Context: an optimization exercise on an open-source flow, tuned for small area and a short achievable clock period. The choices shown serve that exercise and are no tape-out recipe.
Only simulation tests tie the RTL to the original design; equivalence was not proved.
Power and IR drop assume default switching activity.

**constraint.sdc**
```tcl
create_clock -name core_clock -period 12.0 [get_ports {clk}]
set_input_delay 2.4000 -clock core_clock [delete_from_list [all_inputs] [get_ports {clk}]]
set_output_delay 2.4000 -clock core_clock [all_outputs]
set_load 0.01 [all_outputs]
```
**design.v**
```verilog
module ctrl( 
    input [6:0]Op,   
    input [6:0]Funct7,   
    input [2:0]Funct3,     
    input Zero,
    output RegWrite,  
    output MemWrite,  
    output [2:0]EXTOp,     
    output [4:0]ALUOp,     
    output [2:0]NPCOp,     
    output ALUSrc,    
    output [2:0]DMType,  
    output [1:0]WDSel     
    );
    wire rtype = ~Op[6] & Op[5] & Op[4] & ~Op[3] & ~Op[2] & Op[1] & Op[0];  
    wire i_add = rtype&~Funct7[6]&~Funct7[5]&~Funct7[4]&~Funct7[3]&~Funct7[2]&~Funct7[1]&~Funct7[0]&~Funct3[2]&~Funct3[1]&~Funct3[0];  
    wire i_sub = rtype&~Funct7[6]&Funct7[5]&~Funct7[4]&~Funct7[3]&~Funct7[2]&~Funct7[1]&~Funct7[0]&~Funct3[2]&~Funct3[1]&~Funct3[0];  
    wire i_sll = rtype&~Funct7[6]&~Funct7[5]&~Funct7[4]&~Funct7[3]&~Funct7[2]&~Funct7[1]&~Funct7[0]&~Funct3[2]&~Funct3[1]&Funct3[0];  
    wire i_slt = rtype&~Funct7[6]&~Funct7[5]&~Funct7[4]&~Funct7[3]&~Funct7[2]&~Funct7[1]&~Funct7[0]&~Funct3[2]&Funct3[1]&~Funct3[0];  
    wire i_sltu = rtype&~Funct7[6]&~Funct7[5]&~Funct7[4]&~Funct7[3]&~Funct7[2]&~Funct7[1]&~Funct7[0]&~Funct3[2]&Funct3[1]&Funct3[0];  
    wire i_xor = rtype&~Funct7[6]&~Funct7[5]&~Funct7[4]&~Funct7[3]&~Funct7[2]&~Funct7[1]&~Funct7[0]&Funct3[2]&~Funct3[1]&~Funct3[0];  
    wire i_srl = rtype&~Funct7[6]&~Funct7[5]&~Funct7[4]&~Funct7[3]&~Funct7[2]&~Funct7[1]&~Funct7[0]&Funct3[2]&~Funct3[1]&Funct3[0];  
    wire i_sra = rtype&~Funct7[6]&Funct7[5]&~Funct7[4]&~Funct7[3]&~Funct7[2]&~Funct7[1]&~Funct7[0]&Funct3[2]&~Funct3[1]&Funct3[0];  
    wire i_or = rtype&~Funct7[6]&~Funct7[5]&~Funct7[4]&~Funct7[3]&~Funct7[2]&~Funct7[1]&~Funct7[0]&Funct3[2]&Funct3[1]&~Funct3[0];  
    wire i_and = rtype&~Funct7[6]&~Funct7[5]&~Funct7[4]&~Funct7[3]&~Funct7[2]&~Funct7[1]&~Funct7[0]&Funct3[2]&Funct3[1]&Funct3[0];  
    wire itype_l = ~Op[6] & ~Op[5] & ~Op[4] & ~Op[3] & ~Op[2] & Op[1] & Op[0];  
    wire i_lb = itype_l & ~Funct3[2] & ~Funct3[1] & ~Funct3[0];  
    wire i_lh = itype_l & ~Funct3[2] & ~Funct3[1] & Funct3[0];   
    wire i_lw = itype_l & ~Funct3[2] & Funct3[1] & ~Funct3[0];   
    wire i_lbu = itype_l & Funct3[2] & ~Funct3[1] & ~Funct3[0];  
    wire i_lhu = itype_l & Funct3[2] & ~Funct3[1] & Funct3[0];  
    wire itype_r = ~Op[6] & ~Op[5] & Op[4] & ~Op[3] & ~Op[2] & Op[1] & Op[0];  
    wire i_addi = itype_r & ~Funct3[2] & ~Funct3[1] & ~Funct3[0];  
    wire i_slti = itype_r & ~Funct3[2] & Funct3[1] & ~Funct3[0];  
    wire i_sltiu = itype_r & ~Funct3[2] & Funct3[1] & Funct3[0];  
    wire i_xori = itype_r & Funct3[2] & ~Funct3[1] & ~Funct3[0];  
    wire i_ori = itype_r & Funct3[2] & Funct3[1] & ~Funct3[0];  
    wire i_andi = itype_r & Funct3[2] & Funct3[1] & Funct3[0];  
    wire itype_rs = itype_r & ~Funct3[1] & Funct3[0];  
    wire i_slli = itype_rs & ~Funct3[2];  
    wire i_srli = itype_rs & Funct3[2] & ~Funct7[5];  
    wire i_srai = itype_rs & Funct3[2] & Funct7[5];  
    wire stype = ~Op[6] & Op[5] & ~Op[4] & ~Op[3] & ~Op[2] & Op[1] & Op[0];  
    wire i_sw = stype & ~Funct3[2] & Funct3[1] & ~Funct3[0];  
    wire i_sb = stype & ~Funct3[2] & ~Funct3[1] & ~Funct3[0];  
    wire i_sh = stype & ~Funct3[2] & ~Funct3[1] & Funct3[0];  
    wire sbtype = Op[6] & Op[5] & ~Op[4] & ~Op[3] & ~Op[2] & Op[1] & Op[0];  
    wire i_beq = sbtype & ~Funct3[2] & ~Funct3[1] & ~Funct3[0];  
    wire i_bne = sbtype & ~Funct3[2] & ~Funct3[1] & Funct3[0];  
    wire i_blt = sbtype & Funct3[2] & ~Funct3[1] & ~Funct3[0];  
    wire i_bge = sbtype & Funct3[2] & ~Funct3[1] & Funct3[0];  
    wire i_bltu = sbtype & Funct3[2] & Funct3[1] & ~Funct3[0];  
    wire i_bgeu = sbtype & Funct3[2] & Funct3[1] & Funct3[0];  
    wire i_auipc =  ~Op[6] & ~Op[5] & Op[4] & ~Op[3] & Op[2] & Op[1] & Op[0];  
    assign RegWrite   = rtype | itype_r | itype_l | i_auipc ;  
    assign MemWrite   = stype;               
    assign ALUSrc     = itype_r | stype | itype_l | i_auipc;  
    assign WDSel[0] = itype_l;
    assign WDSel[1] = 1'b0;
    assign ALUOp[0] = i_add | i_addi | stype | itype_l;
    assign ALUOp[1] = i_add | i_addi | stype | itype_l | i_auipc;
    assign ALUOp[2] = i_sub | sbtype | i_srl | i_srli;
    assign ALUOp[3] = itype_rs | i_sll | i_srl | i_sra;
    assign ALUOp[4] = i_sra | i_srai;
    assign EXTOp[0] = stype | itype_rs | i_auipc;
    assign EXTOp[1] = itype_l | itype_r;
    assign EXTOp[2] = sbtype | i_auipc;
    assign DMType[2] = i_lbu;
    assign DMType[1] = i_lb | i_sb | i_lhu;
    assign DMType[0] = i_lh | i_sh | i_lb | i_sb;
    assign NPCOp[0] = ~Zero & i_bne;
    assign NPCOp[1] = 1'b0;
    assign NPCOp[2] = 1'b0;
endmodule
module EXT( 
    input [4:0] iimm_shamt,
    input [11:0]	iimm,  
    input [11:0]	simm,  
    input [11:0]	bimm,  
    input [19:0]	uimm,
    input [2:0]	 EXTOp,
    output reg [31:0] immout
    );
always @(*)
    case (EXTOp)
        3'b011:   immout<={27'b0,iimm_shamt[4:0]};
        3'b010:	if (iimm[11]>0) immout<={20'b11111111111111111111,iimm[11:0]};
                                else immout<={20'b0,iimm[11:0]};
        3'b001:	if (simm[11]>0) immout<={20'b11111111111111111111,simm[11:0]};
                                else immout<={20'b0,simm[11:0]};
        3'b100:    if (bimm[11]>0) immout<={19'b1111111111111111111,bimm[11:0],1'b0};
                                 else immout<={19'b0,bimm[11:0],1'b0};
        3'b101:	immout <= {uimm[19:0], 12'b0};
        default:	        immout <= 32'b0;
    endcase
endmodule
module alu(
    input signed[31:0] A, B,
    input [5:0]rom_addr,
    input [4:0]ALUOp,
    output reg signed[31:0] C,
    output reg [7:0]Zero
    );
    always @(*) begin
            case(ALUOp)
                5'b00011: C = A + B;
                5'b00010: C = (rom_addr << 2) + B;
                5'b00001: C = B;
                5'b00100: C = A - B;
                5'b01000: C = A << B;
                5'b01100: C = A >> B;
                5'b11000: C = A >>> B;
                default: C = 32'h00000000;
            endcase
            Zero = (C==0) ? 1 : 0;
    end
endmodule
module RF(
    input clk,
    input rstn,
    input RFWr,
    input [4:0]A1, A2, A3,
    input [31:0]WD,
    output [31:0]RD1, RD2,
    input [4:0]A4,
    output [31:0]RD4
    );
    reg [31:0] rf[31:1];
    integer i;
    always @(posedge clk or negedge rstn)
        if(!rstn) begin
            for(i = 1; i < 32; i = i+1)
                rf[i] <= i;
        end
        else if(RFWr) begin
            if(A3 != 5'b00000) rf[A3] <= WD;
        end
    assign RD1 = (A1 != 0) ? rf[A1] : 0;
    assign RD2 = (A2 != 0) ? rf[A2] : 0;
    assign RD4 = (A4 != 0) ? rf[A4] : 0;
endmodule
module dm(
    input clk,
    input rstn,
    input DMWr,
    input [5:0]addr,
    input [31:0]din,
    input [2:0]DMType,
    output reg [31:0]dout,
    input [2:0]addr2,
    output [7:0]dout2
);
reg [7:0] dmem[6:0];
integer i;
wire [6:0] a0 = {1'b0, addr};
wire [6:0] a1 = a0 + 7'd1;
wire [6:0] a2 = a0 + 7'd2;
wire [6:0] a3 = a0 + 7'd3;
wire [7:0] b0 = (a0 < 7'd7) ? dmem[a0[2:0]] : 8'h00;
wire [7:0] b1 = (a1 < 7'd7) ? dmem[a1[2:0]] : 8'h00;
wire [7:0] b2 = (a2 < 7'd7) ? dmem[a2[2:0]] : 8'h00;
wire [7:0] b3 = (a3 < 7'd7) ? dmem[a3[2:0]] : 8'h00;
always @(posedge clk or negedge rstn)
    if(!rstn) begin
        for(i = 0; i < 7; i = i+1)
            dmem[i] <= 8'h00;
    end
    else if(DMWr == 1'b1)
        case(DMType)
            3'b011: begin
                if(a0 < 7'd7) dmem[a0[2:0]] <= din[7:0];
            end
            3'b001: begin
                if(a0 < 7'd7) dmem[a0[2:0]] <= din[7:0];
                if(a1 < 7'd7) dmem[a1[2:0]] <= din[15:8];
            end
            3'b000: begin
                if(a0 < 7'd7) dmem[a0[2:0]] <= din[7:0];
                if(a1 < 7'd7) dmem[a1[2:0]] <= din[15:8];
                if(a2 < 7'd7) dmem[a2[2:0]] <= din[23:16];
                if(a3 < 7'd7) dmem[a3[2:0]] <= din[31:24];
            end
            default: ;
        endcase
always @(*)
    case(DMType)
        3'b011: dout = {{24{b0[7]}}, b0};
        3'b100: dout = {24'b0, b0};
        3'b001: dout = {{16{b1[7]}}, b1, b0};
        3'b010: dout = {16'b0, b1, b0};
        3'b000: dout = {b3, b2, b1, b0};
        default: dout = 32'h00000000;
    endcase
assign dout2 = (addr2 < 3'd7) ? dmem[addr2] : 8'h00;
endmodule
module SCPU_TOP(
    input clk,
    input rstn,
    input run,                    
    input hold,                   
    output [5:0]pc,               
    input [31:0]instr,            
    input [4:0]dbg_reg_addr,      
    output [31:0]dbg_reg_data,
    input [2:0]dbg_dm_addr,       
    output [7:0]dbg_dm_data
    );
    wire [31:0]immout;
    wire [2:0]NPCOp;
    reg [5:0]rom_addr;
    always @(posedge clk or negedge rstn) begin
        if(!rstn) rom_addr <= 6'b000000;
        else if(!hold && run == 1'b1)
            if (rom_addr == 6'b111111) rom_addr <= 6'b000000;
            else 
                case(NPCOp)
                    3'b000: rom_addr <= rom_addr + 1'b1;
                    3'b001: rom_addr <= rom_addr + (immout >> 2);
                    default: rom_addr <= rom_addr;
                endcase
        else rom_addr <= rom_addr;    
    end
    assign pc = rom_addr;
    wire [31:0]inst_in;
    wire [6:0]Op;
    wire [6:0]Funct7;
    wire [2:0]Funct3;
    wire RegWrite;
    wire MemWrite;
    wire [2:0]EXTOp;
    wire [4:0]ALUOp;
    wire ALUSrc;
    wire [2:0]DMType;
    wire [1:0]WDSel;
    wire [4:0]rs1;
    wire [4:0]rs2;
    wire [4:0]rd;
    reg [31:0]WD;
    wire [31:0]RD1;
    wire [31:0]RD2;
    wire [31:0]aluout;
    wire Zero;
    wire [31:0]dout;
    wire [4:0]iimm_shamt;
    wire [11:0]iimm;
    wire [11:0]simm;
    wire [11:0]bimm;
    wire [19:0]uimm;
    assign inst_in = instr;
    assign Op = inst_in[6:0];   
    assign Funct7 = inst_in[31:25];  
    assign Funct3 = inst_in[14:12];  
    assign rs1 = inst_in[19:15];   
    assign rs2 = inst_in[24:20];   
    assign rd = inst_in[11:7];   
    assign iimm_shamt = inst_in[24:20];
    assign iimm = inst_in[31:20];
    assign simm = {inst_in[31:25], inst_in[11:7]};
    assign bimm = {inst_in[31], inst_in[7], inst_in[30:25], inst_in[11:8]};
    assign uimm = inst_in[31:12];
    wire [31:0]B;
    assign B = (ALUSrc) ? immout : RD2;
    always @(*)
    begin
        case(WDSel)
            2'b00: WD = aluout;
            2'b01: WD = dout;
            default: WD = aluout;
        endcase
    end
    RF U_RF(
        .clk(clk),
        .rstn(rstn),
        .RFWr(RegWrite && !hold),
        .A1(rs1),
        .A2(rs2),
        .A3(rd),
        .WD(WD),
        .RD1(RD1),
        .RD2(RD2),
        .A4(dbg_reg_addr),
        .RD4(dbg_reg_data)
    );
    alu U_alu(
        .A(RD1),
        .B(B),
        .rom_addr(rom_addr),
        .ALUOp(ALUOp),
        .C(aluout),
        .Zero(Zero)
    );
    dm U_DM(
        .clk(clk),
        .rstn(rstn),
        .DMWr(MemWrite && !hold),
        .addr(aluout[5:0]),
        .din(RD2),
        .DMType(DMType),
        .dout(dout),
        .addr2(dbg_dm_addr),
        .dout2(dbg_dm_data)
    );
    EXT U_EXT(
        .iimm_shamt(iimm_shamt),
        .iimm(iimm),
        .simm(simm),
        .bimm(bimm),
        .uimm(uimm),
        .EXTOp(EXTOp),
        .immout(immout)
    );
    ctrl U_CTRL(
        .Op(Op),
        .Funct3(Funct3),
        .Funct7(Funct7),
        .Zero(Zero),
        .RegWrite(RegWrite),
        .MemWrite(MemWrite),
        .EXTOp(EXTOp),
        .ALUOp(ALUOp),
        .NPCOp(NPCOp),
        .ALUSrc(ALUSrc),
        .DMType(DMType),
        .WDSel(WDSel)
    );
endmodule
```
**run.sh**
```bash
#!/bin/bash
# synth_recipe.tcl (not shown) runs the flow's synth.tcl, then flattens the netlist and writes it again
# the make line also repeats each setting of config.mk as NAME=value (left out here)
make -C /OpenROAD-flow-scripts/flow DESIGN_CONFIG=/design/flow/config.mk WORK_HOME=/design/flow/orfs CLKGATE_MAP_FILE= SYNTH_SCRIPT=/design/flow/synth_recipe.tcl finish
```
**config.mk**
```make
export PLATFORM = sky130hd
export DESIGN_NAME = SCPU_TOP
export DESIGN_NICKNAME = SCPU_TOP
export VERILOG_FILES = /design/flow/design.v
export SDC_FILE = /design/flow/constraint.sdc
export NUM_CORES = 4
export LEC_CHECK = 0
export CAP_MARGIN = 20
export CELL_PAD_IN_SITES_DETAIL_PLACEMENT = 2
export CELL_PAD_IN_SITES_GLOBAL_PLACEMENT = 4
export CORE_MARGIN = 2
export CORE_UTILIZATION = 20
export PLACE_DENSITY = 0.3
export SLEW_MARGIN = 20
```
==> run notes <==
status timing/DRC/antenna clean; peak supply drop 0.00009323 V; worst hold path class flip-flop to flip-flop; wire per inst 53.79 um; FMAX 85.68 MHz; Seq/Total Area, Yosys 36.37%; Synth Register Bits 1,054; max-cap violations 0; largest net degree at the start of global routing 132; largest buffer count on any clock path 4; Post-synth EDFFs 0; share of post-route cells with drive strength above 1 22.23%; area of the core 362,200 um2; Total GRT Usage 40.34%; Setup Fix Bufs, Post-CTS 0; # IOs 90; DRT Pass-1 Iters 7; clk slew on worst S/H paths 0.05 ns; CTS tree done; Async SR Flop Fraction 100.0%; global-route wire length before repair 990,000 um; final setup vio count 0; Slew HR 10.47%; DRC viols 0; Post-Route Skew 0.08684 ns; final net count 9,466; area added between synthesis and finish 29.13%; routed vias 91,320; global route overflow 0; Pwr per Cell Area 106.4 nW/um2; worst-skew pair later-pin latency 0.94 ns; Yosys warning count 8; Hold Vio Cnt, Final 0; Initial Utilization 20.10%; xor and xnor area share after synthesis 0.7580%; vias in the first global route 90,850; CP most frequent cell buf_4; delay-heaviest family, CP simple AND/OR/NAND/NOR gates; final worst-path cycle share 97.26%; Die Width 607.3 um; DR iter-0 viols 11,660; hold buffer count at CTS 0; Cell Area, Synth 72,790 um2; Synth Flop Type dfrtp_1; Syn Area/Cell 8.326 um2; Compound-Gate Fraction of Synth Area 29.87%; Adder-Cell Fraction of Synth Area 1.062%; worst-margin pin slew 1.337 ns; H-tree levels 4; CTS Buf Count 152; PnR Total Power 10.00 mW; hold slack final 0.5413 ns; antenna violations before repair 113; DR vias/cell 6.373; CP Max Fanout 10; Pleak 40.17 nW; critical path capture point type flip-flop; post-layout min period 11.67 ns; multiplexer share of the synthesized area 5.973%; row count 221; post-DP HPWL 569,100 um; largest family of logic cells by synthesized area compound AO/OA/AOI/OAI gates; Detail Route Antenna Nets 0; Die Area 368,800 um2; CP max stage delay 0.52 ns; Syn Nets 8,847; Simple-Gate Fraction of Synth Area 20.70%; Critical Path RT 12.81 ns; WP data arrival 12.48 ns; Slew Limit Fails 0; Die Height 607.3 um; post-synthesis cell count 8,743; Startpoint Class input port; Slowest-stage cell, CP a2111oi_1; WL final 770,800 um; Buffers on Ports 89; CTS root buf clkbuf_16; routability cong. 1.007; Crit Path Category input port to flip-flop; Critical path buffers and inverters 7; Distinct cells, synth 110; CTS sink count 1,054
-- synth_stat cells, types with 25 or more instances --
master / count / area (um2)
mux2i_1: 191 / 1912
a222oi_1: 76 / 760.7
clkbuf_1: 712 / 2673
nand4_1: 181 / 1132
and2_1: 30 / 187.7
nor4_1: 64 / 400.4
dfstp_2: 80 / 2102
a221oi_1: 167 / 1463
and3_1: 504 / 3153
nand3_1: 248 / 1241
buf_2: 80 / 400.4
xnor2_1: 38 / 332.8
o21ai_0: 921 / 4609
inv_1: 72 / 270.3
nor2_1: 354 / 1329
a21oi_1: 219 / 1096
a2111oi_0: 157 / 1375
a22oi_1: 756 / 5675
nor2b_1: 36 / 225.2
a21o_1: 31 / 232.7
dfrtp_1: 974 / 24370
xor2_1: 25 / 219.0
nor3_1: 76 / 380.4
o21ai_1: 108 / 540.5
a31oi_1: 65 / 406.6
a211oi_1: 51 / 382.9
a22o_1: 117 / 1025
mux2_2: 197 / 2218
nand2_1: 1270 / 4767
o31ai_1: 79 / 593.1
a32oi_1: 25 / 219.0
nand3b_1: 41 / 307.8
or3_1: 38 / 237.7
or4_1: 50 / 375.4
buf_1: 55 / 206.5
nand2b_1: 39 / 244.0
o22ai_1: 68 / 425.4
o211ai_1: 39 / 292.8
nor3b_1: 28 / 210.2
ha_1: 57 / 713.2
-- metrics by stage --
step           cells  instance area (um2)  worst slack, ns   TNS, ns  utilization (%)
6_report       14330                94000           0.3290         0            25.95
2_1_floorplan   8743                72790          0.07019         0                -
3_3_place_gp   14000                88610           -1.589    -48.49            24.46
5_1_grt        14290                93890         -0.06097  -0.06097            25.92
3_5_place_dp   14000                88750          -0.7003   -0.7003            24.50
4_1_cts        14280                93820           0.1794         0            25.90
-- layout make-up --
type,instances,area [um2]
antenna,55,137.6
clock buffer,207,4262
clock inverter,66,800.8
fill,40740,268200
inverter,77,289.0
multi-input combinational,6736,44210
sequential,1054,26480
tap,4794,5998
timing repair buffer,1341,11830
-- placed cells by master (no fill, tap or decap), types with 78 or more instances in the layout --
master / instances
o31ai_1: 78
mux2i_1: 191
clkdlybuf4s50_1: 78
a2111oi_0: 149
clkbuf_16: 153
buf_4: 1135
nor2_1: 253
nor2_4: 98
dfstp_2: 80
nand3_1: 248
a22o_1: 117
nand4_1: 181
o21ai_0: 915
dfrtp_1: 974
and3_1: 502
buf_12: 122
a221oi_1: 165
nand2_1: 1237
mux2_2: 197
a21oi_1: 217
a22oi_1: 756
o21ai_1: 108
-- where the power goes --
part / switching [mW] / internal, mW / leakage, nW / total, mW
registers: 0.0934 / 3.59 / 14.4 / 3.68
clock network: 2.04 / 2.80 / 2.49 / 4.84
logic: 1.03 / 0.449 / 23.3 / 1.48
-- flip-flops by register name, indices dropped and copies added, names as in the netlist --
name and flops:
U_DM.dmem 56, rom_addr 6, U_RF.rf 992
-- path summary, 6_finish.rpt --
check	to	slack [ns]	start	cells past startpoint
max reg2reg	rom_addr[5]$_DFFE_PN0P_	2.15	U_RF.rf[10][0]$_DFFE_PN0P_	44
min	U_RF.rf[23][2]$_DFFE_PN1P_	0.54	U_RF.rf[23][2]$_DFFE_PN1P_	2
min in group asynchronous	U_RF.rf[22][30]$_DFFE_PN0P_	1.49	rstn	1
min reg2reg	U_RF.rf[23][2]$_DFFE_PN1P_	0.54	U_RF.rf[23][2]$_DFFE_PN1P_	2
max	rom_addr[5]$_DFFE_PN0P_	0.33	instr[23]	47
max in group asynchronous	U_RF.rf[16][3]$_DFFE_PN0P_	8.45	rstn	3
-- routing by layer --
metal  up-vias  GRT usage [%]  wire (um)
met1     49000          50.59     313000
met4        26          26.49      60210
met3      1904          7.308      55250
li1      34800              -          -
met5         -              0        181
met2      5589          63.31     342200
-- tightest hold or removal path, cell delays in order (launching register included) --
cell	delay, ns
dfstp_2	0.39
nand2_1	0.06
o21ai_0	0.08
-- logic make-up (layout without fill, tap and decap cells) --
group                    count (synthesis)  after routing
adder cells (fa/ha/maj)                 60             60
XOR/XNOR                                63             63
other                                    0             55
flip-flops                            1054           1054
buffers and inverters                  953           1691
multiplexers                           399            399
AND/OR/NAND/NOR                       3058           3058
AO/OA/AOI/OAI                         3156           3156
-- repair_timing --
| action | 4_1_cts | 5_1_grt |
|---|---|---|
| resized for setup | 0 | 12 |
| endpoints found under the setup margin | 0 | 1 |
| endpoints found under the hold margin | 0 | 0 |

-- afterwards: timing with drivers on the ports --
Ports are ideal in the flow. The routed layout listed here was re-timed in OpenROAD.
Step 1 assumes that a clkbuf_16 drives the clock port and a buf_2 every other input.
Step 2 times the ports against the registers' clock, not the clock port: input delays grow and output delays shrink by t, the midpoint of the rising clock arrivals with the driver on.
Slacks: ideal / step 1 / step 2; pairs: ideal / step 1.
shift t [ns]: 1.006
setup slack, ns: 0.329 / 0.212 / -0.795
hold slack, ns: 0.541 / 0.541 / 0.541
With both steps, setup timing fails in this run, where it was met with ideal ports. For this run, drivers alone change the setup slack by -0.117 ns; drivers and shift together by -1.124 ns.
